Source: an optimization exercise on an open RTL-to-GDS flow (aim: small area, a short achievable clock period and few clock cycles per item). Production flows keep margins and buffers that such runs may drop. RTL that was checked went through simulation tests only; none was proved equivalent to the original. No functional check of the RTL was part of run 2. No activity file was given, so power comes from the tool's default toggle rates.

==> flow/design.v, too long to show whole: its modules and the start of the top module <==
// module RFILE: 2434 lines
module RFILE(clk, rst, A_x, A_y, B_x, B_y, C_x, C_y, rssiA, rssiB, rssiC,
             valueA, valueB, valueC, expA, expB, expC, busy, out_valid, xt, yt);
  // ...
==> flow/flow/run.sh <==
#!/bin/bash
# Standard layout (the standard.sh) with two changes:
#  - synthesis script flow/syn.tcl (the standard flow's script with Yosys synth -noabc and
#    the final ABC mapping done by flow/abc_map.script),
#  - port buffers are sky130_fd_sc_hd__buf_1 (every port still gets one).
set -euo pipefail
HERE=$(pwd)
export FLOW_ABC_SCRIPT=$HERE/flow/abc_map.script
sed -e "s#SYNTH_SCRIPT=[^ ]*#SYNTH_SCRIPT=$HERE/flow/syn.tcl#" \
    -e "s#make -C #make BUFFER_PORTS_ARGS='-buffer_cell sky130_fd_sc_hd__buf_1' -C #" \
    standard.sh > flow_standard.sh
grep -q "flow/syn.tcl" flow_standard.sh
grep -q "BUFFER_PORTS_ARGS" flow_standard.sh
bash flow_standard.sh finish > make.log 2>&1
==> flow/flow/abc_map.script <==
strash
dch -f
map -D 18000
topo
stime -c
buffer -c
upsize -c
dnsize -c
==> flow/flow/syn.tcl <==
# The standard flow's synthesis script (synth_recipe.tcl) with two changes to the
# combinational mapping only; registers are unchanged:
#  - Yosys's generic synth runs without its early "abc -fast" pass (-noabc).
#    That pass rewrites XOR/majority logic so that extract_fa builds full
#    adders with inverted pins and leaves inverters between them.
#  - The final ABC mapping uses flow/abc_map.script (delay-targeted mapping
#    with area recovery, then the usual buffering and sizing) in place of the
#    ORFS script, whose delay target of 115 ps makes it map for speed only.
proc synth {args} { yosys synth -nofsm -noshare -noabc {*}$args }
proc abc {args} {
  set i [lsearch -exact $args -script]
  if {$i >= 0 && [info exists ::env(FLOW_ABC_SCRIPT)]} {
    lset args [expr {$i + 1}] $::env(FLOW_ABC_SCRIPT)
  }
  puts "abc mapping script: [lindex $args [expr {$i + 1}]]"
  yosys abc {*}$args
}
source $::env(SCRIPTS_DIR)/synth.tcl
# left out here: clear keep_hierarchy, flatten, clean up, hide names made inside functions, write 1_2_yosys.v
==> flow/standard.sh <==
#!/bin/bash
# synth_recipe.tcl (not shown) runs the flow's synth.tcl, then flattens the netlist and writes it again
# the make line also repeats each setting of config.mk as NAME=value (left out here)
make -C /OpenROAD-flow-scripts/flow DESIGN_CONFIG=/design/flow/config.mk WORK_HOME=/design/flow/orfs CLKGATE_MAP_FILE= SYNTH_SCRIPT=/design/flow/synth_recipe.tcl "${@:-finish}"
==> flow/config.mk <==
export PLATFORM = sky130hd
export DESIGN_NAME = RFILE
export DESIGN_NICKNAME = RFILE
export VERILOG_FILES = /design/flow/design.v
export SDC_FILE = /design/flow/constraint.sdc
export NUM_CORES = 8
export LEC_CHECK = 0
export ABC_AREA = 1
export CAP_MARGIN = 20
export CORE_MARGIN = 2
export CORE_UTILIZATION = 40
export SLEW_MARGIN = 20
==> flow/constraint.sdc <==
create_clock -name core_clock -period 115.0 [get_ports {clk}]
set_input_delay 23.0000 -clock core_clock [delete_from_list [all_inputs] [get_ports {clk}]]
set_output_delay 23.0000 -clock core_clock [all_outputs]
set_load 0.01 [all_outputs]
==> impl_results.md, run 1 <==
- Run status: no timing/DRC/antenna violations
- Tap cells: 1265
- IO Pins: 212
- PnR worst setup slack: 90.64 ns
- Total track usage: 27.6%
- Compound-gate portion of the synthesized area: 16.9%
- Via count: around 36000
- Top sig layer: met5
- Setup WS pre-CTS: 90.74 ns
- Share of post-route cells with drive strength above 1: 4.74%
- DRT Wirelength: 136 mm
- Hold-fix buffers, CTS: 0
- Yosys cell types: 63
- Worst Hold End: cnt[0]$_DFF_P_
- Met3 wire len: about 12 mm
- Commonest cells after routing, fill and taps aside: nor2_1 (726), inv_1 (696), nand2_1 (634)
- Fill cell count: between 9000 and 10000
- Synth top cells by count: nor2_1 (726), inv_1 (700), nand2_1 (635)
- H-tree depth: 2
- Post-route insts no fill: 6437
- Final Cycle Share: 21.2%
- Largest Pwr Group: combinational logic
- Sequential group power: 0.000126 W
- Most common cell after layout, fill and taps aside: nor2_1
- GPL Wtd Cong: 1.00
- Chip height: 313 um
- Hold path cells: 1
- Final layout net count: 6031
- Top-count cell post-synth: nor2_1
- Internal power: 0.000566 W
- Multi-input logic cell count: 3841
- CLK BUF: 40
- Crit Reg-Reg Endpoint: fy[0]$_DFFE_PP_
- Crit Path Max Fanout: 1
- Post-Syn Area: 0.0381 mm2
- Clk sinks: 240
- Total CTS buffers: 34
Testbench counts, summed over its fixed seeds: cycles 4,835, items 512.
==> run 2, diff against run 1 <==
--- a/flow/design.v
+++ b/flow/design.v
@@ -17,25 +17,25 @@
 wire       first = ph[7];
 wire [2:0] cn = first ? ({1'b0, fs} + k) : cnt - 3'd1;
 wire       fin = ph[8] && (cn == 3'd1);
 reg  [1:0] fc;            
 wire       fe = (fc != 2'd0);
 always @(posedge clk or posedge rst) begin
     if (rst) begin
         ph <= 9'd1;
-        out_valid <= 1'b0;
-        busy <= 1'b1;
     end else begin
         ph <= fin ? 9'd1 : {ph[8] | ph[7], ph[6:0], 1'b0};
-        out_valid <= fin;
-        busy <= ~fin;
     end
 end
 always @(posedge clk) begin
+    out_valid <= fin;
+    busy <= ~fin;
+end
+always @(posedge clk) begin
     cnt <= cn;
     if (first) fc <= fs - 2'd1;
     else if (fc != 2'd0) fc <= fc - 2'd1;
 end
 function [13:0] f_exp(input [19:0] u);
     reg [19:0] z; reg [2:0] r, rn; reg [16:0] q; integer j; reg b;
     begin
         z = 20'd806912 - u;
--- a/flow/config.mk
+++ b/flow/config.mk
@@ -4,9 +4,12 @@
 export VERILOG_FILES = /design/flow/design.v
 export SDC_FILE = /design/flow/constraint.sdc
 export NUM_CORES = 8
 export LEC_CHECK = 0
 export ABC_AREA = 1
 export CAP_MARGIN = 20
 export CORE_MARGIN = 2
 export CORE_UTILIZATION = 40
+export CTS_BUF_LIST = sky130_fd_sc_hd__clkbuf_8 sky130_fd_sc_hd__clkbuf_16
+export CTS_CLUSTER_DIAMETER = 100
+export CTS_CLUSTER_SIZE = 40
 export SLEW_MARGIN = 20
==> run 2 against run 1 <==
  * Still clean on timing, DRC and antenna
  * Core utilization is 0.46 points lower
  * Maximum frequency up 0.78%
  * Sequential share of layout area increased by 0.12 points
  * Worst setup slack better by 0.19 ns
  * Die area barely moved
  * Critical path type unchanged
  * Highest routed layer unchanged
==> impl_results.md, run 2 <==
- Post-synth top area share: 20.6%
- Clk sinks: 240 (unchanged)
- Most common cell after layout, fill and taps aside: nor2_1
- N_diodes: 0
- Peak VDD IR: 0.0914 mV
- Largest net degree at the start of global routing: 74
- Via count: 35319 (-0.91%)
- Worst Hold Class: flip-flop to flip-flop
- IO Port Bufs: about 210
- Syn Inst Count: 5030
- H-tree depth: 1 (-1)
- Row count: 113
- Post-CTS sizing: 0
- Slew @ Worst Pin: 1.08 ns
- Global route overflow: 0
- Total CTS buffers: 19 (-44%)
- Multi-input logic area: 0.0287 mm2
- Avg Cell Area, Syn: 7.58 um2
- Seq/Total Area, Yosys: between 10% and 20%
- Setup crit end kind: output pin
- Antenna-violating nets left: 0
- Drt pass-1 iters: 8
- Yosys reg bits: 240
- Post-CTS setup buffers: 0
- Synth Net Count: around 5900
- Total core area: 0.0947 mm2
- Die width: ~310 um
- Fill cell count: 9899 (+0.23%)
- Static Leak: 19.3 nW
- Number of max-cap violations: 0
- Die Area: 0.0978 mm2
- CTS root buffer: clkbuf_16
- CP Cell Sequence: buf_1
- CP startpoint kind: flip-flop
- DRT Wirelength: 137 mm (+0.27%)
- Final Cycle Share: 21.0% (-0.16 points)
- Final Hold Viols: 0
- Core Util, Final: 43.3%
- IO Pins: 212 (unchanged)
- Crit Path Max Fanout: 1 (unchanged)
- CTS tree: done
- RSZ-0062 raised after global routing: no
- Wire length of the first global-routing pass: 209 mm
- Run status: no timing/DRC/antenna violations
- Worst Path Buf+Inv: 1
- Synth area leaders: fa_1 (21%), ha_1 (11%), xor2_1 (8.2%), edfxtp_1 (8.1%), nor2_1 (7.1%)
- Largest regs: rs (19), rx (19), ry (19)
- Yosys cell types: 63 (unchanged)
- Top delay family on crit path: flip-flops
- Async S/R FF share, synth: 3.75%
- Total track usage: 27.7% (+0.093 points)
- DRC viols: 0
- Cell taking the most area after synthesis: fa_1
- Synthesis Warnings: 1
- Fmax: 41.4 MHz
- Setup Skew: between 0.04 and 0.05 ns
- Vias per inst: 5.51
- Pins Over Slew Limit: 0
- Layout area overhead: 7.67%
- Synth top cells by count: nor2_1 (726), inv_1 (700), nand2_1 (635)
- Post-Syn Area: 0.0381 mm2 (about the same)
- Worst EP arrival: 1.17 ns
- Min Clock Period, post-route: 24.17 ns
- R2r setup slk: 92.45 ns
- Slowest library cell on the worst path: dfxtp_1
- Number of flops mapped to enable cells by yosys: 103
- Rel. slew slack: 27.6%
- Top-count cell post-synth: nor2_1
- FF+latch area: 0.00589 mm2
- Commonest cells after routing, fill and taps aside: nor2_1 (726), inv_1 (696), nand2_1 (634)
- Chip height: 313 um (about the same)
- Clock buffer depth: 3
- Detailed Place HPWL: 110 mm
- CP max stage delay: 0.33 ns
- Initial Utilization: 40.2%
- Number of global-route vias before repair: 35162
- Clock-pin slew of the registers on the worst-case setup and hold paths: around 0.12 ns
- Initial antenna violation count: 1
- Final layout net count: 6015 (-0.27%)
- Iter 0 DRT Violations: 3393
- Share of post-route cells with drive strength above 1: 4.34% (-0.40 points)
- CP Class: flip-flop to output pin
- Worst EP required: 92.00 ns
- Setup TNS: 0 ns
- Pwr/cell area: 27.5 mW/mm2
- Worst-Skew Late Latency: 0.59 ns
- Routed wire length per instance: 21.3 um
- Setup violators final: 0
- Ys flop type: dfxtp_1
- Hold-fix buffers, CTS: 0 (unchanged)
- GPL Wtd Cong: 0.976 (-2.6%)
## run 2: layout make-up
type | instances | share of cell area [%]
Clock buffer | 19 | 1.16
Timing Repair Buffer | 268 | 3.02
Inverter | 759 | 6.94
Sequential cell | 240 | 14.4
Tap cell | 1265 | 3.86
Multi-Input combinational cell | 3841 | 69.9
Clock inverter | 15 | 0.738
## run 2: power breakdown
group          switching (W)  internal [W]  total (W)
registers          0.0000106      0.000115   0.000125
logic               0.000537      0.000384   0.000920
clock network      0.0000470     0.0000360  0.0000830
total               0.000594      0.000534    0.00113
## run 2: worst paths after layout
path	cells past startpoint	start	endpoint
max	1	out_valid$_DFF_P_	out_valid
min	1	cnt[0]$_DFF_P_	cnt[0]$_DFF_P_
max reg2reg	107	ph[6]$_DFF_PP0_	fy[0]$_DFFE_PP_
min reg2reg	1	cnt[0]$_DFF_P_	cnt[0]$_DFF_P_
max in group asynchronous	2	rst	ph[0]$_DFF_PP1_
min in group asynchronous	2	rst	ph[3]$_DFF_PP0_
## run 2: cells by family (layout without fill, tap and decap cells)
group	count (synthesis)	after routing	share of synthesized area (%)
flops	240	240	15.4
fa+ha+maj	728	728	31.6
compound gates	1090	1090	16.9
mux	1	1	0.0263
xor+xnor	403	403	9.28
simple gates	1619	1619	17.4
buf+inv	949	1061	9.34
## run 2: per-layer routing
layer	part of all wire [%]	routed length (um)	GRT usage [%]
met1	40	54700	35.7
met2	47	63600	46.1
met3	7.9	10800	3.88
met4	5.5	7460	12.8
met5	0.0095	13	0
## run 2: stage by stage
step / worst slack (ns) / cells / instance area (um2) / hold slack, ns / total power (W)
6_report: 90.83 / 6407 / 41000 / 0.489 / 0.00113
5_1_grt: 90.80 / 6407 / 41000 / 0.539 / 0.00129
3_3_place_gp: 90.88 / 6372 / 40300 / 0.478 / 0.00102
4_1_cts: 90.81 / 6406 / 41000 / 0.496 / 0.00113
3_5_place_dp: 90.87 / 6372 / 40300 / 0.480 / 0.00104
2_1_floorplan: 91.41 / 5030 / 38100 / 0.441 / 0.000839

-- what the ideal ports hide --
No port has a modelled driver above. Below, the same layouts with a new extraction and two added sets of constraints. Step 1 sets driving cells, clkbuf_16 on the clock port and buf_2 on the other inputs (assumed; they add their load-dependent delay and slew). Step 2 adds t to the input delays and takes it off the output delays; t is the mean of the earliest and latest rising clock arrival at the registers after step 1. Input paths then give back, and output paths get back, about the clock's delay inside the block. Slacks: no drivers / after step 1 / after step 2; pairs: no drivers / after step 1.
run | t (ns) | setup WS [ns] | worst hold slack (ns) | slew at the worst register clock pin (ns)
run 1 | 0.661 | 90.644 / 90.573 / 90.745 | 0.512 / 0.512 / 0.512 | 0.07 / 0.07
run 2 | 0.647 | 90.832 / 90.758 / 90.910 | 0.489 / 0.489 / 0.489 | 0.12 / 0.12
After both steps setup and hold are still met in every run listed.
